This is an optimization exercise on Yosys and OpenROAD, whose aim is small area, not a production implementation.
The RTL was checked by simulation tests, not by an equivalence proof against the original design.
The clock port is modelled as an ideal driver, which makes a skipped or thinned clock tree look cheaper than it is; a real chip needs a root buffer or a tree.
Power is estimated from default activity; no workload was simulated.

`flow/config.mk`:
```
export PLATFORM = sky130hd
export DESIGN_NAME = top_calc_accum_final
export DESIGN_NICKNAME = top_calc_accum_final
export VERILOG_FILES = /design/flow/design.v
export SDC_FILE = /design/flow/constraint.sdc
export NUM_CORES = 4
export LEC_CHECK = 0
export ABC_AREA = 1
export CAP_MARGIN = 20
export CORE_MARGIN = 2
export CORE_UTILIZATION = 40
export GPL_TIMING_DRIVEN = 0
export SLEW_MARGIN = 20
```
`flow/constraint.sdc`:
```
create_clock -name core_clock -period 40.0 [get_ports {clk}]
set_input_delay 8.0000 -clock core_clock [delete_from_list [all_inputs] [get_ports {clk}]]
set_output_delay 8.0000 -clock core_clock [all_outputs]
set_load 0.01 [all_outputs]
```
`flow/design.v`:
```
module top_calc_accum_final (
    input  wire clk,
    input  wire reset,
    input  wire [1:0] op_sel_raw,
    input  wire [7:0] data_in_raw,
    input  wire calc_btn_raw,
    output wire [6:0] disp0,
    output wire [6:0] disp1,
    output wire [6:0] disp2,
    output wire [6:0] disp3,
    output wire [6:0] disp4,
    output wire neg_flag,
    output wire error_flag,
    output wire [7:0] acc_out
);
    reg [1:0] op_s1, op;
    reg [7:0] d_s1, d;
    reg [7:0] acc;
    reg [6:0] frac;
    reg       err_q;
    reg [2:0] mode, cnt;
    wire [7:0] acc_n;
    wire [6:0] frac_n;
    wire       err_n;
    wire [2:0] mode_n, cnt_n;
    wire       hund;
    calc_core u_core (
        .reset(reset), .btn(calc_btn_raw), .op(op), .d(d),
        .acc(acc), .frac(frac), .err_q(err_q), .mode(mode), .cnt(cnt),
        .acc_n(acc_n), .frac_n(frac_n), .err_n(err_n), .mode_n(mode_n), .cnt_n(cnt_n),
        .disp0(disp0), .disp1(disp1), .disp2(disp2), .disp3(disp3), .hund(hund)
    );
    always @(posedge clk) begin
        op_s1 <= op_sel_raw;
        op    <= op_s1;
        d_s1  <= data_in_raw;
        d     <= d_s1;
        acc   <= acc_n;
        frac  <= frac_n;
        err_q <= err_n;
        mode  <= mode_n;
        cnt   <= cnt_n;
    end
    assign disp4      = {hund, 2'b00, hund, hund, hund, 1'b1};
    assign acc_out    = acc;
    assign neg_flag   = ~acc[7];
    assign error_flag = err_q;
endmodule
module calc_core (
    input  wire       reset,
    input  wire       btn,
    input  wire [1:0] op,
    input  wire [7:0] d,
    input  wire [7:0] acc,
    input  wire [6:0] frac,
    input  wire       err_q,
    input  wire [2:0] mode,
    input  wire [2:0] cnt,
    output wire [7:0] acc_n,
    output wire [6:0] frac_n,
    output wire       err_n,
    output wire [2:0] mode_n,
    output wire [2:0] cnt_n,
    output wire [6:0] disp0, disp1, disp2, disp3,
    output wire       hund
);
    wire [7:0] sel;
    wire refuse, ferr;
    wire [6:0] fnew;
    dp2 u_dp (.op(op), .d(d), .acc(acc), .frac(frac), .sel(sel), .refuse(refuse), .fnew(fnew), .ferr(ferr));
    ctl5 u_ctl (.sel(sel), .refuse(refuse), .ferr(ferr), .fnew(fnew), .reset(reset), .btn(btn), .op(op), .d(d), .dummy(),
                .acc(acc), .frac(frac), .err_q(err_q), .mode(mode), .cnt(cnt),
                .acc_n(acc_n), .frac_n(frac_n), .err_n(err_n), .mode_n(mode_n), .cnt_n(cnt_n));
    dispM u_dm (.acc(acc), .disp2(disp2), .disp3(disp3), .u4(hund));
    dispF u_df (.frac(frac), .disp0(disp0), .disp1(disp1));
endmodule
module dp2 (
  input wire [1:0] op,
  input wire [7:0] d,
  input wire [7:0] acc,
  input wire [6:0] frac,
  output wire [7:0] sel,
  output wire refuse,
  output wire [6:0] fnew,
  output wire ferr
);
  wire new_n43, new_n44, new_n45, new_n46, new_n47, new_n48, new_n49, new_n50, new_n51, new_n52, new_n53, new_n54, new_n55, new_n56, new_n57, new_n58, new_n59, new_n60, new_n61, new_n62, new_n63, new_n64, new_n65, new_n66, new_n67, new_n68, new_n69, new_n70, new_n71, new_n72, new_n74, new_n75, new_n76, new_n77, new_n78, new_n79, new_n80, new_n82, new_n83, new_n84, new_n85, new_n86, new_n87, new_n88, new_n89, new_n90, new_n91, new_n92, new_n93, new_n94, new_n95, new_n96, new_n97, new_n98, new_n99, new_n100, new_n101, new_n103, new_n104, new_n105, new_n106, new_n107, new_n108, new_n109, new_n110, new_n111, new_n112, new_n113, new_n114, new_n115, new_n117, new_n118, new_n119, new_n120, new_n121, new_n122, new_n123, new_n124, new_n125, new_n126, new_n127, new_n128, new_n129, new_n131, new_n132, new_n133, new_n134, new_n135, new_n136, new_n137, new_n138, new_n139, new_n140, new_n141, new_n142, new_n143, new_n144, new_n145, new_n146, new_n147, new_n148, new_n149, new_n150, new_n152, new_n153, new_n154, new_n155, new_n156, new_n157, new_n158, new_n159, new_n160, new_n161, new_n162, new_n163, new_n164, new_n166, new_n168, new_n169, new_n170, new_n171, new_n172, new_n173, new_n174, new_n175, new_n176, new_n177, new_n178, new_n179, new_n180, new_n181, new_n182, new_n184, new_n185, new_n186, new_n187, new_n188, new_n189, new_n191, new_n192, new_n193, new_n194, new_n195, new_n196, new_n197, new_n198, new_n199, new_n200, new_n201, new_n202, new_n203, new_n204, new_n205, new_n206, new_n207, new_n208, new_n209, new_n210, new_n211, new_n212, new_n213, new_n214, new_n215, new_n216, new_n217, new_n218, new_n219, new_n220, new_n221, new_n222, new_n223, new_n224, new_n226, new_n227, new_n228, new_n229, new_n230, new_n231, new_n232, new_n233, new_n234, new_n235, new_n236, new_n237, new_n238, new_n239, new_n240, new_n241, new_n242, new_n243, new_n244, new_n245, new_n246, new_n247, new_n248, new_n249, new_n250, new_n251, new_n252, new_n253, new_n254, new_n255, new_n256, new_n257, new_n258, new_n259, new_n260, new_n261, new_n262, new_n263, new_n264, new_n265, new_n266, new_n267, new_n268, new_n269, new_n270, new_n271, new_n272, new_n273, new_n274, new_n275, new_n276, new_n277, new_n278, new_n279, new_n280, new_n281, new_n282, new_n283, new_n284, new_n285, new_n286, new_n287, new_n288, new_n289, new_n290, new_n291, new_n292, new_n293, new_n294, new_n295, new_n296, new_n297, new_n298, new_n299, new_n300, new_n301, new_n302, new_n303, new_n304, new_n305, new_n306, new_n307, new_n308, new_n309, new_n310, new_n311, new_n312, new_n313, new_n314, new_n315, new_n316, new_n317, new_n319, new_n320, new_n321, new_n322, new_n323, new_n324, new_n325, new_n327, new_n328, new_n329, new_n330, new_n331, new_n333, new_n334, new_n335, new_n336, new_n337, new_n338, new_n339, new_n341, new_n342, new_n343, new_n345, new_n346, new_n347, new_n348, new_n349, new_n350, new_n351, new_n352, new_n353, new_n354, new_n355, new_n356, new_n357, new_n358, new_n359, new_n360, new_n361, new_n362, new_n363, new_n364, new_n365, new_n366;
  assign new_n43 = op[0] & op[1] ;
  assign new_n44 = ~op[1] & d[0] ;
  assign new_n45 = acc[0] & ~new_n44;
  assign new_n46 = ~acc[0] & new_n44;
  assign new_n47 = ~new_n45 & ~new_n46;
  assign new_n48 = ~new_n43 & new_n47;
  assign new_n49 = ~op[0] & op[1] ;
  assign new_n50 = ~acc[6] & ~acc[7] ;
  assign new_n51 = acc[6] & acc[7] ;
  assign new_n52 = ~new_n50 & ~new_n51;
  assign new_n53 = new_n49 & ~new_n52;
  assign new_n54 = ~new_n48 & ~new_n53;
  assign new_n55 = ~op[0] & ~op[1] ;
  assign new_n56 = d[1] & ~new_n55;
  assign new_n57 = op[0] & ~op[1] ;
  assign new_n58 = ~d[1] & ~new_n57;
  assign new_n59 = ~new_n56 & ~new_n58;
  assign new_n60 = ~acc[1] & ~new_n59;
  assign new_n61 = ~new_n53 & ~new_n59;
  assign new_n62 = acc[1] & ~new_n61;
  assign new_n63 = ~new_n60 & ~new_n62;
  assign new_n64 = op[0] & acc[7] ;
  assign new_n65 = new_n54 & ~new_n64;
  assign new_n66 = acc[0] & ~new_n65;
  assign new_n67 = ~d[0] & new_n57;
  assign new_n68 = ~new_n66 & ~new_n67;
  assign new_n69 = ~new_n63 & ~new_n68;
  assign new_n70 = new_n63 & new_n68;
  assign new_n71 = ~new_n69 & ~new_n70;
  assign new_n72 = new_n43 & new_n71;
  assign sel[0] = new_n54 & ~new_n72;
  assign new_n74 = acc[2] & ~new_n53;
  assign new_n75 = ~new_n60 & ~new_n70;
  assign new_n76 = new_n74 & ~new_n75;
  assign new_n77 = ~new_n74 & new_n75;
  assign new_n78 = ~new_n76 & ~new_n77;
  assign new_n79 = new_n43 & ~new_n78;
  assign new_n80 = ~new_n43 & ~new_n71;
  assign sel[1] = new_n79 | new_n80;
  assign new_n82 = d[3] & ~new_n55;
  assign new_n83 = ~d[3] & ~new_n57;
  assign new_n84 = ~new_n82 & ~new_n83;
  assign new_n85 = ~acc[3] & ~new_n84;
  assign new_n86 = ~new_n53 & ~new_n84;
  assign new_n87 = acc[3] & ~new_n86;
  assign new_n88 = ~new_n85 & ~new_n87;
  assign new_n89 = d[2] & ~new_n55;
  assign new_n90 = ~d[2] & ~new_n57;
  assign new_n91 = ~new_n89 & ~new_n90;
  assign new_n92 = ~new_n78 & new_n91;
  assign new_n93 = acc[2] & ~new_n76;
  assign new_n94 = ~new_n92 & ~new_n93;
  assign new_n95 = ~new_n88 & new_n94;
  assign new_n96 = new_n88 & ~new_n94;
  assign new_n97 = ~new_n95 & ~new_n96;
  assign new_n98 = new_n43 & ~new_n97;
  assign new_n99 = new_n78 & ~new_n91;
  assign new_n100 = ~new_n92 & ~new_n99;
  assign new_n101 = ~new_n43 & ~new_n100;
  assign sel[2] = ~new_n98 & ~new_n101;
  assign new_n103 = d[4] & ~new_n55;
  assign new_n104 = ~d[4] & ~new_n57;
  assign new_n105 = ~new_n103 & ~new_n104;
  assign new_n106 = ~acc[4] & ~new_n105;
  assign new_n107 = ~new_n53 & ~new_n105;
  assign new_n108 = acc[4] & ~new_n107;
  assign new_n109 = ~new_n106 & ~new_n108;
  assign new_n110 = ~new_n87 & ~new_n96;
  assign new_n111 = ~new_n109 & new_n110;
  assign new_n112 = new_n109 & ~new_n110;
  assign new_n113 = ~new_n111 & ~new_n112;
  assign new_n114 = new_n43 & ~new_n113;
  assign new_n115 = ~new_n43 & ~new_n97;
  assign sel[3] = ~new_n114 & ~new_n115;
  assign new_n117 = d[5] & ~new_n55;
  assign new_n118 = ~d[5] & ~new_n57;
  assign new_n119 = ~new_n117 & ~new_n118;
  assign new_n120 = ~acc[5] & ~new_n119;
  assign new_n121 = ~new_n53 & ~new_n119;
  assign new_n122 = acc[5] & ~new_n121;
  assign new_n123 = ~new_n120 & ~new_n122;
  assign new_n124 = ~new_n108 & ~new_n112;
  assign new_n125 = ~new_n123 & new_n124;
  assign new_n126 = new_n123 & ~new_n124;
  assign new_n127 = ~new_n125 & ~new_n126;
  assign new_n128 = new_n43 & ~new_n127;
  assign new_n129 = ~new_n43 & ~new_n113;
  assign sel[4] = ~new_n128 & ~new_n129;
  assign new_n131 = ~new_n122 & ~new_n126;
  assign new_n132 = d[6] & ~new_n55;
  assign new_n133 = ~d[6] & ~new_n57;
  assign new_n134 = ~new_n132 & ~new_n133;
  assign new_n135 = acc[6] & new_n134;
  assign new_n136 = ~acc[4] & ~acc[5] ;
  assign new_n137 = acc[6] & new_n136;
  assign new_n138 = ~acc[0] & ~acc[1] ;
  assign new_n139 = ~acc[2] & ~acc[3] ;
  assign new_n140 = new_n138 & new_n139;
  assign new_n141 = new_n137 & new_n140;
  assign new_n142 = new_n53 & ~new_n141;
  assign new_n143 = ~acc[6] & ~new_n134;
  assign new_n144 = ~new_n142 & ~new_n143;
  assign new_n145 = ~new_n135 & new_n144;
  assign new_n146 = new_n131 & ~new_n145;
  assign new_n147 = ~new_n131 & new_n145;
  assign new_n148 = ~new_n146 & ~new_n147;
  assign new_n149 = new_n43 & new_n148;
  assign new_n150 = ~new_n43 & new_n127;
  assign sel[5] = new_n149 | new_n150;
  assign new_n152 = ~new_n43 & new_n148;
  assign new_n153 = ~op[0] & ~d[7] ;
  assign new_n154 = op[0] & d[7] ;
  assign new_n155 = ~new_n153 & ~new_n154;
  assign new_n156 = ~op[1] & new_n155;
  assign new_n157 = new_n131 & ~new_n135;
  assign new_n158 = ~new_n143 & ~new_n157;
  assign new_n159 = new_n156 & ~new_n158;
  assign new_n160 = ~new_n156 & new_n158;
  assign new_n161 = ~new_n49 & new_n160;
  assign new_n162 = ~new_n159 & ~new_n161;
  assign new_n163 = acc[7] & ~new_n162;
  assign new_n164 = ~acc[7] & new_n162;
  assign sel[7] = ~new_n163 & ~new_n164;
  assign new_n166 = new_n43 & sel[7] ;
  assign sel[6] = new_n152 | new_n166;
  assign new_n168 = acc[7] & new_n159;
  assign new_n169 = ~new_n155 & new_n158;
  assign new_n170 = ~d[3] & ~d[4] ;
  assign new_n171 = ~d[5] & ~d[6] ;
  assign new_n172 = new_n170 & new_n171;
  assign new_n173 = ~op[1] & ~d[0] ;
  assign new_n174 = ~d[1] & ~d[2] ;
  assign new_n175 = new_n173 & new_n174;
  assign new_n176 = new_n172 & new_n175;
  assign new_n177 = acc[7] & ~new_n176;
  assign new_n178 = ~acc[7] & new_n176;
  assign new_n179 = ~new_n177 & ~new_n178;
  assign new_n180 = new_n169 & new_n179;
  assign new_n181 = new_n49 & ~new_n142;
  assign new_n182 = ~new_n180 & ~new_n181;
  assign refuse = new_n168 | ~new_n182;
  assign new_n184 = ~op[1] & frac[0] ;
  assign new_n185 = acc[7] & frac[0] ;
  assign new_n186 = ~frac[1] & ~new_n185;
  assign new_n187 = frac[1] & new_n185;
  assign new_n188 = new_n43 & ~new_n187;
  assign new_n189 = ~new_n186 & new_n188;
  assign fnew[0] = new_n184 | new_n189;
  assign new_n191 = ~acc[7] & ~frac[6] ;
  assign new_n192 = acc[7] & frac[6] ;
  assign new_n193 = ~new_n191 & ~new_n192;
  assign new_n194 = new_n47 & new_n193;
  assign new_n195 = new_n71 & new_n194;
  assign new_n196 = ~new_n100 & new_n195;
  assign new_n197 = ~new_n97 & new_n196;
  assign new_n198 = ~new_n113 & new_n197;
  assign new_n199 = ~new_n127 & new_n198;
  assign new_n200 = ~new_n148 & new_n199;
  assign new_n201 = ~new_n159 & ~new_n200;
  assign new_n202 = ~acc[7] & ~new_n160;
  assign new_n203 = ~new_n201 & new_n202;
  assign new_n204 = new_n169 & ~new_n200;
  assign new_n205 = ~op[1] & acc[7] ;
  assign new_n206 = new_n204 & new_n205;
  assign new_n207 = ~new_n203 & ~new_n206;
  assign new_n208 = frac[1] & ~new_n207;
  assign new_n209 = ~new_n187 & ~new_n208;
  assign new_n210 = frac[2] & ~new_n209;
  assign new_n211 = ~frac[2] & new_n209;
  assign new_n212 = ~new_n210 & ~new_n211;
  assign new_n213 = acc[0] & new_n43;
  assign new_n214 = new_n212 & new_n213;
  assign new_n215 = ~acc[0] & new_n43;
  assign new_n216 = ~new_n212 & new_n215;
  assign new_n217 = frac[0] & ~new_n207;
  assign new_n218 = ~frac[1] & ~new_n217;
  assign new_n219 = frac[0] & new_n208;
  assign new_n220 = ~new_n218 & ~new_n219;
  assign new_n221 = ~op[1] & ~new_n220;
  assign new_n222 = ~frac[0] & new_n49;
  assign new_n223 = ~new_n221 & ~new_n222;
  assign new_n224 = ~new_n216 & new_n223;
  assign fnew[1] = ~new_n214 & new_n224;
  assign new_n226 = ~frac[1] & ~frac[2] ;
  assign new_n227 = ~new_n207 & ~new_n226;
  assign new_n228 = ~new_n217 & ~new_n227;
  assign new_n229 = frac[3] & ~new_n228;
  assign new_n230 = ~frac[3] & new_n228;
  assign new_n231 = ~new_n229 & ~new_n230;
  assign new_n232 = new_n43 & new_n231;
  assign new_n233 = op[1] & new_n212;
  assign new_n234 = ~new_n208 & ~new_n217;
  assign new_n235 = frac[2] & ~new_n234;
  assign new_n236 = ~frac[2] & new_n234;
  assign new_n237 = ~new_n235 & ~new_n236;
  assign new_n238 = ~new_n233 & new_n237;
  assign new_n239 = new_n49 & new_n220;
  assign new_n240 = ~new_n214 & ~new_n239;
  assign new_n241 = ~new_n238 & new_n240;
  assign new_n242 = new_n232 & ~new_n241;
  assign new_n243 = ~new_n232 & new_n241;
  assign new_n244 = ~new_n242 & ~new_n243;
  assign new_n245 = ~frac[3] & new_n226;
  assign new_n246 = ~new_n207 & ~new_n245;
  assign new_n247 = ~new_n217 & ~new_n246;
  assign new_n248 = ~frac[4] & new_n247;
  assign new_n249 = ~new_n207 & ~new_n248;
  assign new_n250 = frac[5] & new_n249;
  assign new_n251 = ~frac[5] & ~new_n249;
  assign new_n252 = ~new_n250 & ~new_n251;
  assign new_n253 = new_n49 & ~new_n252;
  assign new_n254 = ~new_n212 & new_n237;
  assign new_n255 = frac[4] & ~new_n247;
  assign new_n256 = ~new_n248 & ~new_n255;
  assign new_n257 = new_n231 & new_n256;
  assign new_n258 = new_n254 & new_n257;
  assign new_n259 = ~new_n252 & new_n258;
  assign new_n260 = new_n252 & ~new_n258;
  assign new_n261 = ~new_n259 & ~new_n260;
  assign new_n262 = new_n213 & new_n261;
  assign new_n263 = new_n212 & new_n257;
  assign new_n264 = new_n262 & ~new_n263;
  assign new_n265 = ~frac[6] & ~new_n207;
  assign new_n266 = frac[6] & new_n207;
  assign new_n267 = ~new_n265 & ~new_n266;
  assign new_n268 = ~new_n261 & new_n267;
  assign new_n269 = frac[5] & ~frac[6] ;
  assign new_n270 = ~frac[5] & frac[6] ;
  assign new_n271 = ~new_n269 & ~new_n270;
  assign new_n272 = new_n261 & new_n271;
  assign new_n273 = ~new_n268 & ~new_n272;
  assign new_n274 = new_n43 & ~new_n273;
  assign new_n275 = ~new_n264 & new_n274;
  assign new_n276 = new_n264 & new_n273;
  assign new_n277 = ~op[1] & ~new_n252;
  assign new_n278 = new_n49 & ~new_n256;
  assign new_n279 = ~new_n277 & ~new_n278;
  assign new_n280 = ~new_n276 & new_n279;
  assign new_n281 = ~new_n275 & new_n280;
  assign new_n282 = new_n215 & ~new_n261;
  assign new_n283 = ~op[1] & new_n256;
  assign new_n284 = new_n49 & new_n231;
  assign new_n285 = ~new_n283 & ~new_n284;
  assign new_n286 = ~new_n262 & new_n285;
  assign new_n287 = ~new_n282 & new_n286;
  assign new_n288 = new_n254 & ~new_n256;
  assign new_n289 = op[1] & ~new_n288;
  assign new_n290 = new_n231 & ~new_n289;
  assign new_n291 = new_n49 & new_n237;
  assign new_n292 = new_n43 & new_n256;
  assign new_n293 = ~new_n258 & new_n292;
  assign new_n294 = ~new_n291 & ~new_n293;
  assign new_n295 = ~new_n290 & new_n294;
  assign new_n296 = ~new_n244 & new_n295;
  assign new_n297 = new_n287 & new_n296;
  assign new_n298 = new_n281 & ~new_n297;
  assign new_n299 = ~new_n253 & ~new_n298;
  assign new_n300 = ~new_n43 & new_n252;
  assign new_n301 = ~new_n273 & ~new_n300;
  assign new_n302 = ~new_n213 & ~new_n267;
  assign new_n303 = ~new_n301 & new_n302;
  assign new_n304 = new_n299 & ~new_n303;
  assign new_n305 = ~new_n287 & ~new_n295;
  assign new_n306 = new_n244 & new_n305;
  assign new_n307 = ~new_n281 & ~new_n306;
  assign new_n308 = ~new_n49 & ~new_n303;
  assign new_n309 = ~new_n307 & new_n308;
  assign new_n310 = ~new_n213 & new_n301;
  assign new_n311 = ~new_n267 & new_n307;
  assign new_n312 = ~new_n310 & ~new_n311;
  assign new_n313 = ~new_n309 & new_n312;
  assign new_n314 = ~new_n299 & ~new_n313;
  assign new_n315 = ~new_n304 & ~new_n314;
  assign new_n316 = ~new_n244 & new_n315;
  assign new_n317 = new_n244 & ~new_n315;
  assign fnew[2] = new_n316 | new_n317;
  assign new_n319 = new_n214 & new_n231;
  assign new_n320 = ~new_n303 & ~new_n319;
  assign new_n321 = new_n295 & new_n320;
  assign new_n322 = ~new_n295 & ~new_n320;
  assign new_n323 = ~new_n321 & ~new_n322;
  assign new_n324 = ~new_n316 & new_n323;
  assign new_n325 = new_n316 & ~new_n323;
  assign fnew[3] = new_n324 | new_n325;
  assign new_n327 = new_n316 & ~new_n321;
  assign new_n328 = ~new_n316 & ~new_n322;
  assign new_n329 = ~new_n327 & ~new_n328;
  assign new_n330 = new_n287 & ~new_n329;
  assign new_n331 = ~new_n287 & new_n329;
  assign fnew[4] = ~new_n330 & ~new_n331;
  assign new_n333 = new_n303 & ~new_n306;
  assign new_n334 = ~new_n299 & ~new_n303;
  assign new_n335 = ~new_n333 & ~new_n334;
  assign new_n336 = new_n313 & ~new_n335;
  assign new_n337 = ~new_n299 & ~new_n305;
  assign new_n338 = new_n333 & ~new_n337;
  assign new_n339 = ~new_n281 & ~new_n338;
  assign fnew[5] = ~new_n336 & ~new_n339;
  assign new_n341 = ~new_n253 & ~new_n313;
  assign new_n342 = new_n253 & new_n313;
  assign new_n343 = ~new_n334 & ~new_n342;
  assign fnew[6] = ~new_n341 & new_n343;
  assign new_n345 = frac[6] & ~new_n47;
  assign new_n346 = ~new_n71 & new_n345;
  assign new_n347 = new_n100 & new_n346;
  assign new_n348 = new_n97 & new_n347;
  assign new_n349 = new_n113 & new_n348;
  assign new_n350 = new_n127 & new_n349;
  assign new_n351 = new_n148 & new_n350;
  assign new_n352 = new_n168 & ~new_n351;
  assign new_n353 = ~acc[7] & new_n204;
  assign new_n354 = frac[1] & frac[2] ;
  assign new_n355 = frac[3] & new_n354;
  assign new_n356 = acc[7] & ~frac[4] ;
  assign new_n357 = ~frac[5] & new_n356;
  assign new_n358 = ~new_n355 & new_n357;
  assign new_n359 = new_n350 & new_n358;
  assign new_n360 = frac[4] & new_n269;
  assign new_n361 = ~new_n245 & new_n360;
  assign new_n362 = new_n141 & ~new_n191;
  assign new_n363 = ~new_n361 & new_n362;
  assign new_n364 = new_n181 & ~new_n363;
  assign new_n365 = ~new_n359 & new_n364;
  assign new_n366 = ~new_n353 & ~new_n365;
  assign ferr = new_n352 | ~new_n366;
endmodule
module ctl5 (
  input wire [7:0] sel,
  input wire refuse,
  input wire ferr,
  input wire [6:0] fnew,
  input wire reset,
  input wire btn,
  input wire [1:0] op,
  input wire [7:0] d,
  input wire [7:0] acc,
  input wire [6:0] frac,
  input wire err_q,
  input wire [2:0] mode,
  input wire [2:0] cnt,
  output wire [7:0] acc_n,
  output wire [6:0] frac_n,
  output wire err_n,
  output wire [2:0] mode_n,
  output wire [2:0] cnt_n,
  output wire dummy
);
  wire new_n76, new_n77, new_n78, new_n79, new_n80, new_n81, new_n82, new_n84, new_n85, new_n87, new_n88, new_n90, new_n91, new_n93, new_n94, new_n96, new_n97, new_n99, new_n100, new_n102, new_n103, new_n105, new_n106, new_n107, new_n108, new_n109, new_n110, new_n112, new_n113, new_n115, new_n116, new_n118, new_n119, new_n121, new_n122, new_n124, new_n125, new_n127, new_n128, new_n130, new_n131, new_n132, new_n134, new_n135, new_n136, new_n137, new_n138, new_n139, new_n140, new_n141, new_n142, new_n143, new_n144, new_n145, new_n147, new_n148, new_n149, new_n151, new_n152, new_n154, new_n155, new_n156, new_n157, new_n158, new_n159, new_n160, new_n161, new_n162, new_n164, new_n165, new_n166, new_n168, new_n169;
  assign new_n76 = mode[1] & mode[2] ;
  assign new_n77 = ~err_q & ~mode[0] ;
  assign new_n78 = new_n76 & new_n77;
  assign new_n79 = ~reset & ~new_n78;
  assign new_n80 = acc[0] & new_n79;
  assign new_n81 = ~reset & new_n78;
  assign new_n82 = sel[0] & new_n81;
  assign acc_n[0] = new_n80 | new_n82;
  assign new_n84 = acc[1] & new_n79;
  assign new_n85 = sel[1] & new_n81;
  assign acc_n[1] = new_n84 | new_n85;
  assign new_n87 = acc[2] & new_n79;
  assign new_n88 = sel[2] & new_n81;
  assign acc_n[2] = new_n87 | new_n88;
  assign new_n90 = acc[3] & new_n79;
  assign new_n91 = sel[3] & new_n81;
  assign acc_n[3] = new_n90 | new_n91;
  assign new_n93 = acc[4] & new_n79;
  assign new_n94 = sel[4] & new_n81;
  assign acc_n[4] = new_n93 | new_n94;
  assign new_n96 = acc[5] & new_n79;
  assign new_n97 = sel[5] & new_n81;
  assign acc_n[5] = new_n96 | new_n97;
  assign new_n99 = acc[6] & new_n79;
  assign new_n100 = sel[6] & new_n81;
  assign acc_n[6] = new_n99 | new_n100;
  assign new_n102 = acc[7] & new_n79;
  assign new_n103 = sel[7] & new_n81;
  assign acc_n[7] = new_n102 | new_n103;
  assign new_n105 = mode[0] & new_n76;
  assign new_n106 = ~ferr & new_n105;
  assign new_n107 = ~reset & ~new_n106;
  assign new_n108 = frac[0] & new_n107;
  assign new_n109 = ~reset & new_n106;
  assign new_n110 = fnew[0] & new_n109;
  assign frac_n[0] = new_n108 | new_n110;
  assign new_n112 = frac[1] & new_n107;
  assign new_n113 = fnew[1] & new_n109;
  assign frac_n[1] = new_n112 | new_n113;
  assign new_n115 = frac[2] & new_n107;
  assign new_n116 = fnew[2] & new_n109;
  assign frac_n[2] = new_n115 | new_n116;
  assign new_n118 = frac[3] & new_n107;
  assign new_n119 = fnew[3] & new_n109;
  assign frac_n[3] = new_n118 | new_n119;
  assign new_n121 = frac[4] & new_n107;
  assign new_n122 = fnew[4] & new_n109;
  assign frac_n[4] = new_n121 | new_n122;
  assign new_n124 = frac[5] & new_n107;
  assign new_n125 = fnew[5] & new_n109;
  assign frac_n[5] = new_n124 | new_n125;
  assign new_n127 = frac[6] & new_n107;
  assign new_n128 = fnew[6] & new_n109;
  assign frac_n[6] = new_n127 | new_n128;
  assign new_n130 = ~refuse & new_n105;
  assign new_n131 = ~err_q & ~new_n105;
  assign new_n132 = ~reset & ~new_n131;
  assign err_n = ~new_n130 & new_n132;
  assign new_n134 = ~reset & ~mode[1] ;
  assign new_n135 = mode[2] & new_n134;
  assign new_n136 = cnt[0] & cnt[1] ;
  assign new_n137 = cnt[2] & new_n136;
  assign new_n138 = ~mode[0] & ~mode[1] ;
  assign new_n139 = ~mode[2] & new_n138;
  assign new_n140 = ~btn & ~new_n139;
  assign new_n141 = btn & new_n139;
  assign new_n142 = ~new_n140 & ~new_n141;
  assign new_n143 = new_n137 & ~new_n142;
  assign new_n144 = ~mode[0] & ~new_n143;
  assign new_n145 = new_n134 & ~new_n144;
  assign mode_n[0] = new_n135 | new_n145;
  assign new_n147 = mode[1] & ~mode[2] ;
  assign new_n148 = ~new_n144 & new_n147;
  assign new_n149 = ~reset & ~new_n138;
  assign mode_n[1] = ~new_n148 & new_n149;
  assign new_n151 = ~reset & mode[0] ;
  assign new_n152 = mode[1] & new_n151;
  assign mode_n[2] = new_n135 | new_n152;
  assign new_n154 = reset & btn;
  assign new_n155 = ~cnt[0] & ~cnt[1] ;
  assign new_n156 = ~cnt[2] & new_n155;
  assign new_n157 = new_n139 & ~new_n156;
  assign new_n158 = ~new_n139 & new_n156;
  assign new_n159 = ~new_n157 & ~new_n158;
  assign new_n160 = new_n154 & new_n159;
  assign new_n161 = ~reset & ~new_n142;
  assign new_n162 = ~cnt[0] & new_n161;
  assign cnt_n[0] = new_n160 | new_n162;
  assign new_n164 = new_n154 & ~new_n159;
  assign new_n165 = ~new_n136 & ~new_n155;
  assign new_n166 = new_n161 & new_n165;
  assign cnt_n[1] = new_n164 | new_n166;
  assign new_n168 = ~cnt[2] & ~new_n136;
  assign new_n169 = ~new_n137 & ~new_n168;
  assign cnt_n[2] = new_n161 & new_n169;
  assign dummy = 1'b0;
endmodule
module dispM (
  input wire [7:0] acc,
  output wire [6:0] disp2,
  output wire [6:0] disp3,
  output wire u4
);
  wire new_n24, new_n25, new_n26, new_n27, new_n28, new_n29, new_n30, new_n31, new_n32, new_n33, new_n34, new_n35, new_n36, new_n37, new_n38, new_n39, new_n40, new_n41, new_n42, new_n43, new_n44, new_n45, new_n46, new_n47, new_n48, new_n49, new_n50, new_n51, new_n52, new_n53, new_n54, new_n55, new_n56, new_n57, new_n58, new_n59, new_n60, new_n61, new_n63, new_n64, new_n65, new_n66, new_n67, new_n68, new_n69, new_n71, new_n73, new_n76, new_n77, new_n78, new_n81, new_n82, new_n83, new_n84, new_n85, new_n86, new_n87, new_n88, new_n89, new_n90, new_n91, new_n92, new_n93, new_n94, new_n95, new_n96, new_n97, new_n99, new_n100, new_n101, new_n102, new_n104, new_n105, new_n106, new_n107, new_n108, new_n109, new_n110, new_n112, new_n116, new_n118;
  assign new_n24 = ~acc[4] & acc[6] ;
  assign new_n25 = acc[2] & new_n24;
  assign new_n26 = acc[4] & ~acc[6] ;
  assign new_n27 = ~acc[2] & new_n26;
  assign new_n28 = ~new_n25 & ~new_n27;
  assign new_n29 = ~acc[3] & acc[5] ;
  assign new_n30 = acc[3] & ~acc[5] ;
  assign new_n31 = ~new_n29 & ~new_n30;
  assign new_n32 = new_n28 & new_n31;
  assign new_n33 = acc[4] & ~new_n30;
  assign new_n34 = ~acc[4] & ~new_n29;
  assign new_n35 = ~new_n33 & ~new_n34;
  assign new_n36 = ~new_n28 & new_n35;
  assign new_n37 = ~new_n32 & ~new_n36;
  assign new_n38 = ~acc[1] & new_n37;
  assign new_n39 = acc[1] & ~new_n37;
  assign new_n40 = ~new_n38 & ~new_n39;
  assign new_n41 = ~acc[0] & ~new_n40;
  assign new_n42 = ~acc[0] & acc[7] ;
  assign new_n43 = acc[2] & ~new_n26;
  assign new_n44 = ~new_n24 & ~new_n43;
  assign new_n45 = acc[1] & ~new_n44;
  assign new_n46 = ~acc[1] & new_n44;
  assign new_n47 = ~new_n45 & ~new_n46;
  assign new_n48 = new_n31 & new_n47;
  assign new_n49 = ~new_n29 & new_n44;
  assign new_n50 = ~new_n30 & ~new_n44;
  assign new_n51 = new_n28 & ~new_n50;
  assign new_n52 = ~new_n49 & new_n51;
  assign new_n53 = new_n47 & ~new_n52;
  assign new_n54 = ~new_n31 & ~new_n53;
  assign new_n55 = ~new_n48 & ~new_n54;
  assign new_n56 = ~new_n42 & new_n55;
  assign new_n57 = ~new_n41 & new_n56;
  assign new_n58 = ~new_n37 & ~new_n55;
  assign new_n59 = ~new_n52 & ~new_n58;
  assign new_n60 = ~new_n55 & new_n59;
  assign new_n61 = new_n42 & new_n60;
  assign disp2[0] = new_n57 | new_n61;
  assign new_n63 = acc[7] & ~new_n40;
  assign new_n64 = ~acc[0] & ~new_n63;
  assign new_n65 = new_n55 & ~new_n64;
  assign new_n66 = ~acc[7] & new_n40;
  assign new_n67 = ~new_n42 & ~new_n63;
  assign new_n68 = ~new_n66 & new_n67;
  assign new_n69 = ~new_n59 & new_n68;
  assign disp2[1] = new_n65 | new_n69;
  assign new_n71 = new_n40 & ~new_n59;
  assign disp2[2] = acc[0] | new_n71;
  assign new_n73 = acc[0] & ~new_n55;
  assign disp2[3] = disp2[2] & ~new_n73;
  assign disp2[4] = ~acc[0] & disp2[1] ;
  assign new_n76 = new_n41 & new_n56;
  assign new_n77 = ~new_n64 & ~new_n68;
  assign new_n78 = ~new_n59 & new_n77;
  assign disp2[5] = new_n76 | new_n78;
  assign disp2[6] = ~new_n68 & disp2[3] ;
  assign new_n81 = ~new_n41 & ~new_n68;
  assign new_n82 = new_n60 & ~new_n81;
  assign new_n83 = new_n37 & ~new_n82;
  assign new_n84 = acc[5] & ~acc[6] ;
  assign new_n85 = ~acc[5] & acc[6] ;
  assign new_n86 = ~new_n84 & ~new_n85;
  assign new_n87 = ~acc[5] & ~acc[7] ;
  assign new_n88 = acc[5] & acc[7] ;
  assign new_n89 = ~new_n87 & ~new_n88;
  assign new_n90 = ~new_n86 & new_n89;
  assign new_n91 = ~new_n35 & ~new_n90;
  assign new_n92 = new_n83 & ~new_n91;
  assign new_n93 = ~acc[4] & ~acc[7] ;
  assign new_n94 = acc[4] & acc[7] ;
  assign new_n95 = ~new_n93 & ~new_n94;
  assign new_n96 = new_n86 & ~new_n95;
  assign new_n97 = ~new_n83 & ~new_n96;
  assign disp3[0] = ~new_n92 & ~new_n97;
  assign new_n99 = new_n86 & new_n95;
  assign new_n100 = new_n35 & new_n86;
  assign new_n101 = ~new_n95 & ~new_n100;
  assign new_n102 = new_n83 & new_n101;
  assign disp3[1] = new_n99 | new_n102;
  assign new_n104 = acc[3] & ~new_n83;
  assign new_n105 = ~acc[7] & new_n83;
  assign new_n106 = ~new_n104 & ~new_n105;
  assign new_n107 = acc[4] & new_n84;
  assign new_n108 = ~new_n106 & new_n107;
  assign new_n109 = ~acc[5] & new_n24;
  assign new_n110 = new_n106 & new_n109;
  assign disp3[5] = new_n108 | new_n110;
  assign new_n112 = new_n90 & ~disp3[5] ;
  assign disp3[2] = new_n83 | new_n112;
  assign disp3[3] = ~new_n92 & disp3[2] ;
  assign disp3[4] = disp3[1] & ~disp3[2] ;
  assign new_n116 = new_n83 & ~new_n86;
  assign disp3[6] = disp3[3] & ~new_n116;
  assign new_n118 = new_n86 & new_n89;
  assign u4 = ~new_n92 & new_n118;
endmodule
module dispF (
  input wire [6:0] frac,
  output wire [6:0] disp0,
  output wire [6:0] disp1
);
  wire new_n22, new_n23, new_n24, new_n25, new_n26, new_n27, new_n28, new_n29, new_n30, new_n31, new_n32, new_n33, new_n34, new_n35, new_n36, new_n37, new_n38, new_n39, new_n40, new_n41, new_n42, new_n43, new_n44, new_n45, new_n46, new_n47, new_n48, new_n49, new_n50, new_n51, new_n52, new_n54, new_n55, new_n56, new_n57, new_n59, new_n60, new_n61, new_n63, new_n66, new_n67, new_n68, new_n71, new_n72, new_n73, new_n74, new_n75, new_n76, new_n77, new_n78, new_n79, new_n80, new_n81, new_n82, new_n83, new_n86, new_n87, new_n88, new_n89, new_n91;
  assign new_n22 = ~frac[3] & frac[5] ;
  assign new_n23 = frac[4] & ~frac[6] ;
  assign new_n24 = ~frac[2] & new_n23;
  assign new_n25 = ~new_n22 & ~new_n24;
  assign new_n26 = ~frac[4] & frac[6] ;
  assign new_n27 = ~new_n23 & ~new_n26;
  assign new_n28 = frac[2] & ~frac[6] ;
  assign new_n29 = new_n22 & ~new_n28;
  assign new_n30 = ~new_n27 & new_n29;
  assign new_n31 = ~new_n25 & ~new_n30;
  assign new_n32 = ~frac[2] & new_n26;
  assign new_n33 = frac[2] & new_n27;
  assign new_n34 = ~new_n32 & ~new_n33;
  assign new_n35 = frac[3] & ~frac[5] ;
  assign new_n36 = new_n26 & new_n35;
  assign new_n37 = new_n34 & ~new_n36;
  assign new_n38 = ~new_n31 & new_n37;
  assign new_n39 = ~frac[0] & ~new_n38;
  assign new_n40 = ~new_n26 & ~new_n33;
  assign new_n41 = ~new_n30 & ~new_n35;
  assign new_n42 = new_n40 & ~new_n41;
  assign new_n43 = ~new_n22 & ~new_n35;
  assign new_n44 = ~new_n40 & new_n43;
  assign new_n45 = ~new_n42 & ~new_n44;
  assign new_n46 = ~frac[1] & ~new_n45;
  assign new_n47 = ~new_n22 & new_n34;
  assign new_n48 = new_n22 & ~new_n40;
  assign new_n49 = ~new_n47 & ~new_n48;
  assign new_n50 = ~frac[1] & ~new_n49;
  assign new_n51 = new_n45 & ~new_n50;
  assign new_n52 = ~new_n46 & ~new_n51;
  assign disp0[0] = ~new_n39 & new_n52;
  assign new_n54 = ~new_n38 & new_n45;
  assign new_n55 = frac[1] & new_n54;
  assign new_n56 = frac[0] & ~new_n46;
  assign new_n57 = ~new_n51 & ~new_n56;
  assign disp0[1] = ~new_n55 & ~new_n57;
  assign new_n59 = new_n49 & new_n55;
  assign new_n60 = ~new_n46 & ~new_n59;
  assign new_n61 = ~new_n38 & ~new_n60;
  assign disp0[2] = frac[0] | new_n61;
  assign new_n63 = frac[0] & ~new_n52;
  assign disp0[3] = disp0[2] & ~new_n63;
  assign disp0[4] = disp0[1] & ~disp0[2] ;
  assign new_n66 = new_n39 & new_n52;
  assign new_n67 = frac[0] & ~new_n38;
  assign new_n68 = ~new_n60 & new_n67;
  assign disp0[5] = new_n66 | new_n68;
  assign disp0[6] = disp0[3] & ~new_n67;
  assign new_n71 = frac[5] & ~frac[6] ;
  assign new_n72 = new_n38 & ~new_n45;
  assign new_n73 = ~new_n54 & ~new_n72;
  assign new_n74 = ~new_n46 & ~new_n73;
  assign new_n75 = new_n71 & new_n74;
  assign new_n76 = ~frac[3] & ~new_n28;
  assign new_n77 = frac[4] & ~new_n76;
  assign new_n78 = ~frac[3] & new_n32;
  assign new_n79 = ~new_n77 & ~new_n78;
  assign new_n80 = ~new_n75 & new_n79;
  assign new_n81 = ~frac[5] & frac[6] ;
  assign new_n82 = ~new_n71 & ~new_n81;
  assign new_n83 = ~new_n71 & ~new_n74;
  assign disp1[3] = new_n80 & ~new_n83;
  assign disp1[6] = ~new_n81 & disp1[3] ;
  assign new_n86 = ~frac[4] & ~disp1[6] ;
  assign new_n87 = ~new_n27 & ~disp1[3] ;
  assign new_n88 = new_n86 & ~new_n87;
  assign new_n89 = ~new_n82 & ~new_n88;
  assign disp1[0] = new_n80 & ~new_n89;
  assign new_n91 = new_n82 & new_n86;
  assign disp1[1] = ~new_n89 & ~new_n91;
  assign disp1[2] = new_n74 | disp1[6] ;
  assign disp1[4] = disp1[1] & ~disp1[2] ;
  assign disp1[5] = ~new_n82 & new_n87;
endmodule
```
`flow/flow/run.sh`:
```
#!/bin/bash
# Own layout flow: the standard synthesis, then an area-oriented re-mapping of the
# combinational logic (registers untouched, several ABC scripts tried, the smallest
# result kept), then the standard layout steps with minimum-size port buffers and a
# smaller clock tree whose root buffer is dropped after CTS.  Each tool's output goes to a log of its own here.
set -euo pipefail
W=$PWD
R=$W/orfs/results/$FLOW_PLATFORM/top_calc_accum_final/base
LIB=$FLOW_HOME/platforms/$FLOW_PLATFORM/lib/sky130_fd_sc_hd__tt_025C_1v80.lib

bash standard.sh synth > $W/log_1_synth.txt 2>&1
cp $R/1_2_yosys.v $W/std_1_2_yosys.v

DONT=""
for c in $(grep -oE 'cell *\( *"?sky130_fd_sc_hd__(lpflow_[a-z0-9_]+|probe[a-z0-9_]*)' $LIB | sed -E 's/.*(sky130_fd_sc_hd__[a-z0-9_]+)/\1/' | sort -u); do
  DONT="$DONT -dont_use $c"
done
remap_one() {
  local s=$1 n
  n=$(basename $s .abc)
  mkdir -p $W/$n
  if (cd $W/$n && LIB=$LIB IN=$W/std_1_2_yosys.v OUT=$W/$n/out.v ABCSCR=$s DONT="$DONT" \
        timeout 1200 yosys -c $W/flow/remap.tcl > $W/log_2_$n.txt 2>&1) &&
     python3 $W/flow/check_remap.py $W/std_1_2_yosys.v $W/$n/out.v >> $W/log_2_$n.txt 2>&1; then
    echo "$n $(grep 'Chip area for top' $W/$n/remap_stat.txt | awk '{print $NF}')" > $W/$n/area.txt
  fi
}
i=0
for s in $W/flow/remap_*.abc; do
  remap_one $s &
  i=$((i + 1))
  if (( i % 4 == 0 )); then wait; fi
done
wait
best=""; bestarea=""
for s in $W/flow/remap_*.abc; do
  n=$(basename $s .abc)
  if [[ -f $W/$n/area.txt ]]; then
    a=$(awk '{print $2}' $W/$n/area.txt)
    echo "$n $a" >> $W/log_2_remap_choice.txt
    if [[ -n "$a" ]] && { [[ -z "$bestarea" ]] || python3 -c "import sys; sys.exit(0 if $a < $bestarea else 1)"; }; then
      best=$n; bestarea=$a
    fi
  else
    echo "$n failed" >> $W/log_2_remap_choice.txt
  fi
done
echo "chosen $best $bestarea" >> $W/log_2_remap_choice.txt
if [[ -n "$best" ]]; then
  cp $W/$best/out.v $W/remap_1_2_yosys.v
  cp $W/remap_1_2_yosys.v $R/1_2_yosys.v
  rm -f $R/1_synth.odb $R/1_synth.sdc
fi
ARGS=("BUFFER_PORTS_ARGS=-buffer_cell sky130_fd_sc_hd__buf_1"
      "CTS_ARGS=-sink_clustering_enable -repair_clock_nets -buf_list sky130_fd_sc_hd__clkbuf_8 -dont_use_dummy_load")
bash standard.sh "${ARGS[@]}" cts > $W/log_3_to_cts.txt 2>&1
# Drop the clock tree's root buffer (the clock port then feeds the <= 4 leaf buffers),
# keeping 3 leaf buffers if the register clock slew stays well inside the limit.
cp $R/4_cts.odb $W/4_cts_standard.odb
for keep in 3 4; do
  rm -f $W/4_cts_fixed.odb
  if KEEP=$keep PLATFORM_DIR=$FLOW_HOME/platforms/$FLOW_PLATFORM LIB=$LIB ODB_IN=$W/4_cts_standard.odb \
       SDC_IN=$R/4_cts.sdc ODB_OUT=$W/4_cts_fixed.odb \
       openroad -no_init -exit $W/flow/fixclk.tcl > $W/log_4_fixclk_$keep.txt 2>&1 &&
     [[ -f $W/4_cts_fixed.odb ]] &&
     python3 -c "import re,sys; m=re.search(r'worst register clock slew: ([0-9.e-]+); clock port pins: (\d+)', open('$W/log_4_fixclk_$keep.txt').read()); sys.exit(0 if m and float(m.group(1)) < 0.110 and int(m.group(2)) <= 4 else 1)"; then
    cp $W/4_cts_fixed.odb $R/4_1_cts.odb
    sleep 1
    cp $W/4_cts_fixed.odb $R/4_cts.odb
    echo "clock root buffer dropped, $keep leaf buffers kept" >> $W/log_4_fixclk_$keep.txt
    break
  else
    echo "not used" >> $W/log_4_fixclk_$keep.txt
  fi
done
bash standard.sh "${ARGS[@]}" finish > $W/log_5_layout.txt 2>&1
```
`flow/flow/check_remap.py`:
```
import re, sys
a, b = (open(f).read() for f in sys.argv[1:3])
ff = lambda s: sorted(re.findall(r'(sky130_fd_sc_hd__(?:dfxtp|edfxtp|dfrtp|dfstp|sdf\w*)_\d)\s+(\S+)\s*\(', s))
assert ff(a) == ff(b), "registers differ"
assert len(re.findall(r'sky130_fd_sc_hd__\w+\s+\S+\s*\(', b)) > len(ff(b)) + 20, "logic missing"
print("check ok", len(ff(b)), "registers")
```
`flow/flow/fixclk.tcl`:
```
read_db $::env(ODB_IN)
read_liberty $::env(LIB)
read_sdc $::env(SDC_IN)
source $::env(PLATFORM_DIR)/setRC.tcl
set block [ord::get_db_block]
proc out_net {inst} {
  foreach it [$inst getITerms] {
    if {[$it isOutputSignal]} { return [$it getNet] }
  }
  return "NULL"
}
set clknet [$block findNet clk]
set root "NULL"
foreach it [$clknet getITerms] {
  set inst [$it getInst]
  if {[string match "sky130_fd_sc_hd__clkbuf_*" [[$inst getMaster] getName]]} { set root $inst }
}
if {$root == "NULL"} { error "no clock root buffer" }
set rootnet [out_net $root]
puts "root [$root getName] [[$root getMaster] getName] drives [$rootnet getName]"
set leaves {}
foreach it [$rootnet getITerms] {
  set inst [$it getInst]
  if {[$inst getName] == [$root getName]} continue
  lappend leaves $it
}
if {[llength $leaves] > 4} { error "root buffer drives [llength $leaves] pins; the clock port may feed at most 4" }
foreach it $leaves { $it disconnect; $it connect $clknet }
puts "moved [llength $leaves] clock-tree inputs from [$root getName] to the clock port"
foreach it [$root getITerms] { if {[$it getNet] != "NULL"} { $it disconnect } }
odb::dbInst_destroy $root
odb::dbNet_destroy $rootnet
# Optionally keep fewer leaf buffers: give the sinks of the leaf with the fewest
# sinks to the nearest remaining leaf, until KEEP leaves are left.
proc leaf_sinks {leaf} {
  set res {}
  foreach it [[out_net $leaf] getITerms] {
    if {[[$it getInst] getName] != [$leaf getName]} { lappend res $it }
  }
  return $res
}
proc dist2 {a b} {
  set ab [$a getBBox]; set bb [$b getBBox]
  set dx [expr {([$ab xMin] + [$ab xMax] - [$bb xMin] - [$bb xMax]) / 2.0}]
  set dy [expr {([$ab yMin] + [$ab yMax] - [$bb yMin] - [$bb yMax]) / 2.0}]
  return [expr {$dx * $dx + $dy * $dy}]
}
set leafinsts {}
foreach it [$clknet getITerms] { lappend leafinsts [$it getInst] }
set keep [expr {[info exists ::env(KEEP)] ? $::env(KEEP) : [llength $leafinsts]}]
while {[llength $leafinsts] > $keep} {
  set small ""; set ns 1000000
  foreach l $leafinsts { set n [llength [leaf_sinks $l]]; if {$n < $ns} { set ns $n; set small $l } }
  set rest {}
  foreach l $leafinsts { if {[$l getName] != [$small getName]} { lappend rest $l } }
  foreach it [leaf_sinks $small] {
    set best ""; set bd 1e30
    foreach l $rest { set d [dist2 [$it getInst] $l]; if {$d < $bd} { set bd $d; set best $l } }
    $it disconnect; $it connect [out_net $best]
  }
  set onet [out_net $small]
  foreach it [$small getITerms] { if {[$it getNet] != "NULL"} { $it disconnect } }
  odb::dbInst_destroy $small
  odb::dbNet_destroy $onet
  set leafinsts $rest
  puts "dropped a leaf buffer; [llength $leafinsts] left"
}
if {[info exists ::env(LEAF_CELL)] && $::env(LEAF_CELL) != ""} {
  foreach l $leafinsts { replace_cell [get_cells [$l getName]] [get_lib_cells $::env(LEAF_CELL)] }
}
foreach l $leafinsts { puts "leaf [$l getName] [[$l getMaster] getName] [llength [leaf_sinks $l]] sinks" }
detailed_placement
check_placement
set_propagated_clock [all_clocks]
estimate_parasitics -placement
report_clock_skew
set worst 0
foreach inst [$block getInsts] {
  if {[string match "*__df*" [[$inst getMaster] getName]]} {
    set s [get_property [get_pins -of_objects [get_cells [$inst getName]] -filter "name==CLK"] slew_max]
    if {$s > $worst} { set worst $s }
  }
}
puts "worst register clock slew: $worst; clock port pins: [llength [$clknet getITerms]]"
report_check_types -max_slew -max_capacitance -violators
write_db $::env(ODB_OUT)
```
`flow/flow/remap.tcl`:
```
# Re-map the combinational cells of the standard synthesis for area.
# Registers (and their instance names) are kept as they are.
yosys read_liberty -ignore_miss_func $::env(LIB)
yosys read_verilog $::env(IN)
yosys hierarchy -top top_calc_accum_final
foreach m {sky130_fd_sc_hd__dfxtp_1 sky130_fd_sc_hd__dfxtp_2 sky130_fd_sc_hd__dfxtp_4 sky130_fd_sc_hd__edfxtp_1 sky130_fd_sc_hd__dfrtp_1} {
  if {[llength [yosys tee -q -s result.string select -list $m]]} { }
  catch { yosys setattr -mod -set keep_hierarchy 1 $m }
}
yosys flatten
yosys opt -purge
yosys tee -o remap_stat_before.txt stat
yosys abc -liberty $::env(LIB) {*}$::env(DONT) -script $::env(ABCSCR)
yosys opt_clean -purge
yosys hilomap -singleton -hicell sky130_fd_sc_hd__conb_1 HI -locell sky130_fd_sc_hd__conb_1 LO
yosys cd top_calc_accum_final
yosys select w:* i:* o:* %u %d
yosys rename -hide
yosys select -clear
yosys cd
yosys opt_clean -purge
yosys rename -enumerate -pattern n%_ w:*
yosys tee -o remap_stat.txt stat -liberty $::env(LIB)
yosys select top_calc_accum_final
yosys write_verilog -noattr -noexpr -selected $::env(OUT)
```
`flow/flow/remap_a.abc`:
```
strash
&get -n
&dc2
&dch -f
&nf -R 5000 -F 50 -A 50 -E 3000 -C 32
&put
topo
```
`flow/flow/remap_b.abc`:
```
strash
dc2
dc2
&get -n
&dch -f
&nf -R 2000 -F 10 -A 10
&put
topo
```
`flow/flow/remap_c.abc`:
```
strash
&get -n
&deepsyn -T 150 -S 1
&dc2
&dch -f
&nf -R 3000 -F 20 -A 20 -E 1000
&put
topo
```
`flow/flow/remap_d.abc`:
```
strash
&get -n
&deepsyn -T 150 -S 2
&dch -f
&nf -R 5000 -F 50 -A 50 -E 3000 -C 32
&put
topo
```
`flow/flow/remap_s10.abc`:
```
strash
&get -n
&deepsyn -T 150 -S 10
&dc2
&dch -f
&nf -R 3000 -F 20 -A 20 -E 1000
&put
topo
```
`flow/flow/remap_s3.abc`:
```
strash
&get -n
&deepsyn -T 150 -S 3
&dc2
&dch -f
&nf -R 3000 -F 20 -A 20 -E 1000
&put
topo
```
`flow/flow/remap_s4.abc`:
```
strash
&get -n
&deepsyn -T 150 -S 4
&dc2
&dch -f
&nf -R 3000 -F 20 -A 20 -E 1000
&put
topo
```
`flow/flow/remap_s5.abc`:
```
strash
&get -n
&deepsyn -T 150 -S 5
&dc2
&dch -f
&nf -R 3000 -F 20 -A 20 -E 1000
&put
topo
```
`flow/flow/remap_s6.abc`:
```
strash
&get -n
&deepsyn -T 150 -S 6
&dc2
&dch -f
&nf -R 3000 -F 20 -A 20 -E 1000
&put
topo
```
`flow/flow/remap_s7.abc`:
```
strash
&get -n
&deepsyn -T 150 -S 7
&dc2
&dch -f
&nf -R 3000 -F 20 -A 20 -E 1000
&put
topo
```
`flow/flow/remap_s8.abc`:
```
strash
&get -n
&deepsyn -T 150 -S 8
&dc2
&dch -f
&nf -R 3000 -F 20 -A 20 -E 1000
&put
topo
```
`flow/flow/remap_s9.abc`:
```
strash
&get -n
&deepsyn -T 150 -S 9
&dc2
&dch -f
&nf -R 3000 -F 20 -A 20 -E 1000
&put
topo
```
`flow/flow/remap_t11.abc`:
```
strash
&get -n
&deepsyn -T 150 -S 11
&dch -f
&nf -R 5000 -F 50 -A 50 -E 3000 -C 32
&put
topo
```
`flow/standard.sh`:
```
#!/bin/bash
# synth_recipe.tcl (not shown) runs the flow's synth.tcl, then flattens the netlist and writes it again
# the make line also repeats each setting of config.mk as NAME=value (left out here)
make -C /OpenROAD-flow-scripts/flow DESIGN_CONFIG=/design/flow/config.mk WORK_HOME=/design/flow/orfs CLKGATE_MAP_FILE= SYNTH_SCRIPT=/design/flow/synth_recipe.tcl "${@:-finish}"
```
==> summary.md <==
| Metric | Value |
|---|---|
| Outcome | `complete, no violations` |
| Highest routed layer | `met4` |
| Vias in the first global route | `2436` |
| Clock transition time at the flip-flop clock pins of the worst setup and hold paths | `0.09 ns` |
| Peak supply drop | `0.0000290 V` |
| Maximum clock skew at final layout | `0.0244 ns` |
| Last weighted congestion value of the routability-driven placer | `0.894` |
| Wire length of the first global-routing pass | `11600 um` |
| Hold Violations, Final | `0` |
| Layout area overhead | `12.5%` |
| Skew-Pair Late Insertion Delay | `0.16 ns` |
| Number of cells upsized or downsized after cts | `0` |
| Setup repair after global routing missed its margin | `no` |
| Data arrival time of the critical path | `4.03 ns` |
| Vias per cell | `5.69` |
| Slew at the pin with the worst max-slew slack | `0.902 ns` |
| Worst slew slack as a fraction of its limit | `0.393` |
| Total DRC errors in the routed layout | `0` |
| Proportion of layout cells with a drive suffix above 1 | `0.00680` |
| Leakage power | `1.08 nW` |
| IO Port Bufs | `54` |
| GRT Residual Overflow | `0` |
| Number of clock sinks | `42` |
| Final WL | `6900 um` |
| Maximum number of pins on one net before global-route repair | `20` |
| DRT met1 WL | `3430 um` |
| Final cell utilization of the core | `0.464` |
| Count of yosys warnings during synthesis | `1` |
| Fin Setup TNS | `0 ns` |
| Smallest hold slack | `0.333 ns` |
| Maxcap violations | `0` |
| Minimum clock period after layout | `12.03 ns` |
| I/O pin cnt | `58` |
| Global Route Usage Sum | `0.182` |
| Number of vias after detailed routing | `2967` |
| Max Clk Rate | `83.1 MHz` |
| CP max FO | `7` |
| NumNets Final | `456` |
| Synthesized cell area | `0.00279 mm^2` |
| Chip Width | `87.5 um` |
| Class of the most critical hold timing path | `register to register` |
| FP Rows | `30` |
| Final instance area | `0.00313 mm^2` |
| CP endpoint kind | `primary output` |
| Period utilization | `0.301` |
| Die Outline Area | `0.00765 mm^2` |
| Met2 WL | `3020 um` |
| Gate count after technology mapping | `383` |
| Number of antenna violations at the first check in global routing | `0` |
| Total inserted antenna cells | `0` |
| Power density cells | `21.7 mW/mm^2` |
| Number of DRC violations after detailed-routing iteration 0 | `224` |
| Number of hold-repair buffers added at the cts stage | `0` |
| Starting density of the core | `0.412` |
| Die height | `87.5 um` |
| Post-CTS repair timing setup buffer count | `0` |
| Avg Inst Size Synth | `7.28 um^2` |
| Critical Path Start Type | `register` |
| Worst endpoint required time | `32.00 ns` |
| Post-DRT Antenna Nets | `0` |
| Drt wl/cell | `13.3 um` |
| Area of the core | `0.00676 mm^2` |
| Total of fill cells in the finished design | `708` |
| Dpl hpwl | `5250 um` |
| Post-DP Area | `0.00309 mm^2` |
| # setup viols final | `0` |
| Critical setup path kind | `register to primary output` |
| Max-slew violation count | `0` |
| Number of detailed-routing iterations run before antenna repair | `5` |
| Met3 wire length | `386 um` |
-- layout by cell type, fill, tap and decap left out, types with 2 or more instances in the layout --
| cell type | n |
|---|---|
| sky130_fd_sc_hd__xnor2_1 | 19 |
| sky130_fd_sc_hd__nand3_1 | 6 |
| sky130_fd_sc_hd__and3_1 | 4 |
| sky130_fd_sc_hd__a211oi_1 | 5 |
| sky130_fd_sc_hd__a311oi_1 | 2 |
| sky130_fd_sc_hd__buf_1 | 54 |
| sky130_fd_sc_hd__a22o_1 | 4 |
| sky130_fd_sc_hd__mux2i_1 | 3 |
| sky130_fd_sc_hd__nor2_1 | 45 |
| sky130_fd_sc_hd__o31ai_1 | 7 |
| sky130_fd_sc_hd__nor3_1 | 16 |
| sky130_fd_sc_hd__clkbuf_8 | 3 |
| sky130_fd_sc_hd__or2_0 | 2 |
| sky130_fd_sc_hd__a222oi_1 | 5 |
| sky130_fd_sc_hd__a32o_1 | 2 |
| sky130_fd_sc_hd__conb_1 | 3 |
| sky130_fd_sc_hd__or4_1 | 2 |
| sky130_fd_sc_hd__nand2b_1 | 10 |
| sky130_fd_sc_hd__a21oi_1 | 28 |
| sky130_fd_sc_hd__o21a_1 | 6 |
| sky130_fd_sc_hd__a21o_1 | 3 |
| sky130_fd_sc_hd__xor2_1 | 14 |
| sky130_fd_sc_hd__a21boi_0 | 5 |
| sky130_fd_sc_hd__a31oi_1 | 7 |
| sky130_fd_sc_hd__o21ai_0 | 40 |
| sky130_fd_sc_hd__nand2_1 | 46 |
| sky130_fd_sc_hd__nor4_1 | 5 |
| sky130_fd_sc_hd__dfxtp_1 | 42 |
| sky130_fd_sc_hd__or3_1 | 3 |
| sky130_fd_sc_hd__a22oi_1 | 2 |
| sky130_fd_sc_hd__o22ai_1 | 4 |
| sky130_fd_sc_hd__clkinv_1 | 18 |
| sky130_fd_sc_hd__nor2b_1 | 12 |
-- per-stage QoR --
stage | total power (W) | std cells | setup slack (ns)
5_1_grt | 0.0000718 | 521 | 27.27
4_1_cts | 0.0000759 | 523 | 27.86
6_report | 0.0000682 | 521 | 27.97
3_5_place_dp | 0.0000519 | 518 | 28.18
3_3_place_gp | 0.0000518 | 518 | 28.21
2_1_floorplan | 0.0000498 | 384 | 28.32
-- path summary, 6_finish.rpt --
check / slack (ns) / from / cells after the start / to
worst min-delay path: 0.33 / d_s1[6]$_DFF_P_ / 0 / d[6]$_DFF_P_
worst max-delay path: 27.97 / acc[6]$_DFF_P_ / 17 / disp3[6]
worst max register to register: 32.08 / op[1]$_DFF_P_ / 33 / frac[4]$_DFF_P_
worst min register to register: 0.33 / d_s1[6]$_DFF_P_ / 0 / d[6]$_DFF_P_
-- metal layers --
layer | track usage | vias up
li1 | - | 1520
met4 | 0.0364 | 0
met1 | 0.271 | 1336
met2 | 0.284 | 102
met5 | 0 | -
met3 | 0.0180 | 9
-- cell type report --
cell class	count	area, um^2	area share
Multi-Input combinational cell	324	1880	0.600
Sequential cell	42	841	0.268
Timing Repair Buffer	54	203	0.0647
Tap cell	80	100	0.0319
Inverter	18	67.6	0.0216
Clock buffer	3	41.3	0.0132
-- worst max-delay path: stages (launching register included) --
cell                       delay, ns
sky130_fd_sc_hd__dfxtp_1        0.52
sky130_fd_sc_hd__clkinv_1       0.20
sky130_fd_sc_hd__nor2_1         0.17
sky130_fd_sc_hd__nand2_1        0.06
sky130_fd_sc_hd__o21ai_0        0.13
sky130_fd_sc_hd__o21ai_0        0.26
sky130_fd_sc_hd__xnor2_1        0.44
sky130_fd_sc_hd__nor2_1         0.11
sky130_fd_sc_hd__a21oi_1        0.25
sky130_fd_sc_hd__nor2_1         0.06
sky130_fd_sc_hd__o21ai_0        0.59
sky130_fd_sc_hd__a21oi_1        0.18
sky130_fd_sc_hd__a31oi_1        0.17
sky130_fd_sc_hd__a21oi_1        0.07
sky130_fd_sc_hd__o21ai_0        0.18
sky130_fd_sc_hd__nor2b_1        0.17
sky130_fd_sc_hd__a21boi_0       0.18
sky130_fd_sc_hd__buf_1          0.17
-- power by group --
part | leakage [nW] | switching (W) | total [W] | internal [W]
sequential | 0.346 | 0.00000112 | 0.0000443 | 0.0000432
combinational | 0.716 | 0.00000431 | 0.00000664 | 0.00000233
clock | 0.0216 | 0.0000103 | 0.0000172 | 0.00000691
-- state kept, by name, summed over array words and instances, names as in the netlist --
signal  count
d_s1        8
mode        3
cnt         3
op          2
d           8
op_s1       2
frac        7
err_q       1
acc         8

[port drivers added, routing unchanged]
No port has a modelled driver above. Below, the same layout with a new extraction and two added sets of constraints.
Step 1 (the two cells are an assumption about what drives the block):
set clk [get_ports {clk}]
set_driving_cell -lib_cell sky130_fd_sc_hd__clkbuf_16 $clk
set_driving_cell -lib_cell sky130_fd_sc_hd__buf_2 [delete_from_list [all_inputs] $clk]
Step 2 also shifts input and output timing later by t, the mid clock arrival at the registers, as if the neighbouring blocks saw the same clock.
a / b / c = no drivers / after step 1 / after step 2; a / b = the first two.
t (ns): 0.185
setup slack, ns: 27.965 / 27.925 / 28.111
worst setup path after step 2: register to output
After both steps setup and hold are still met in this run. For this run, drivers alone change the setup slack by -0.040 ns; drivers and shift together by +0.146 ns.
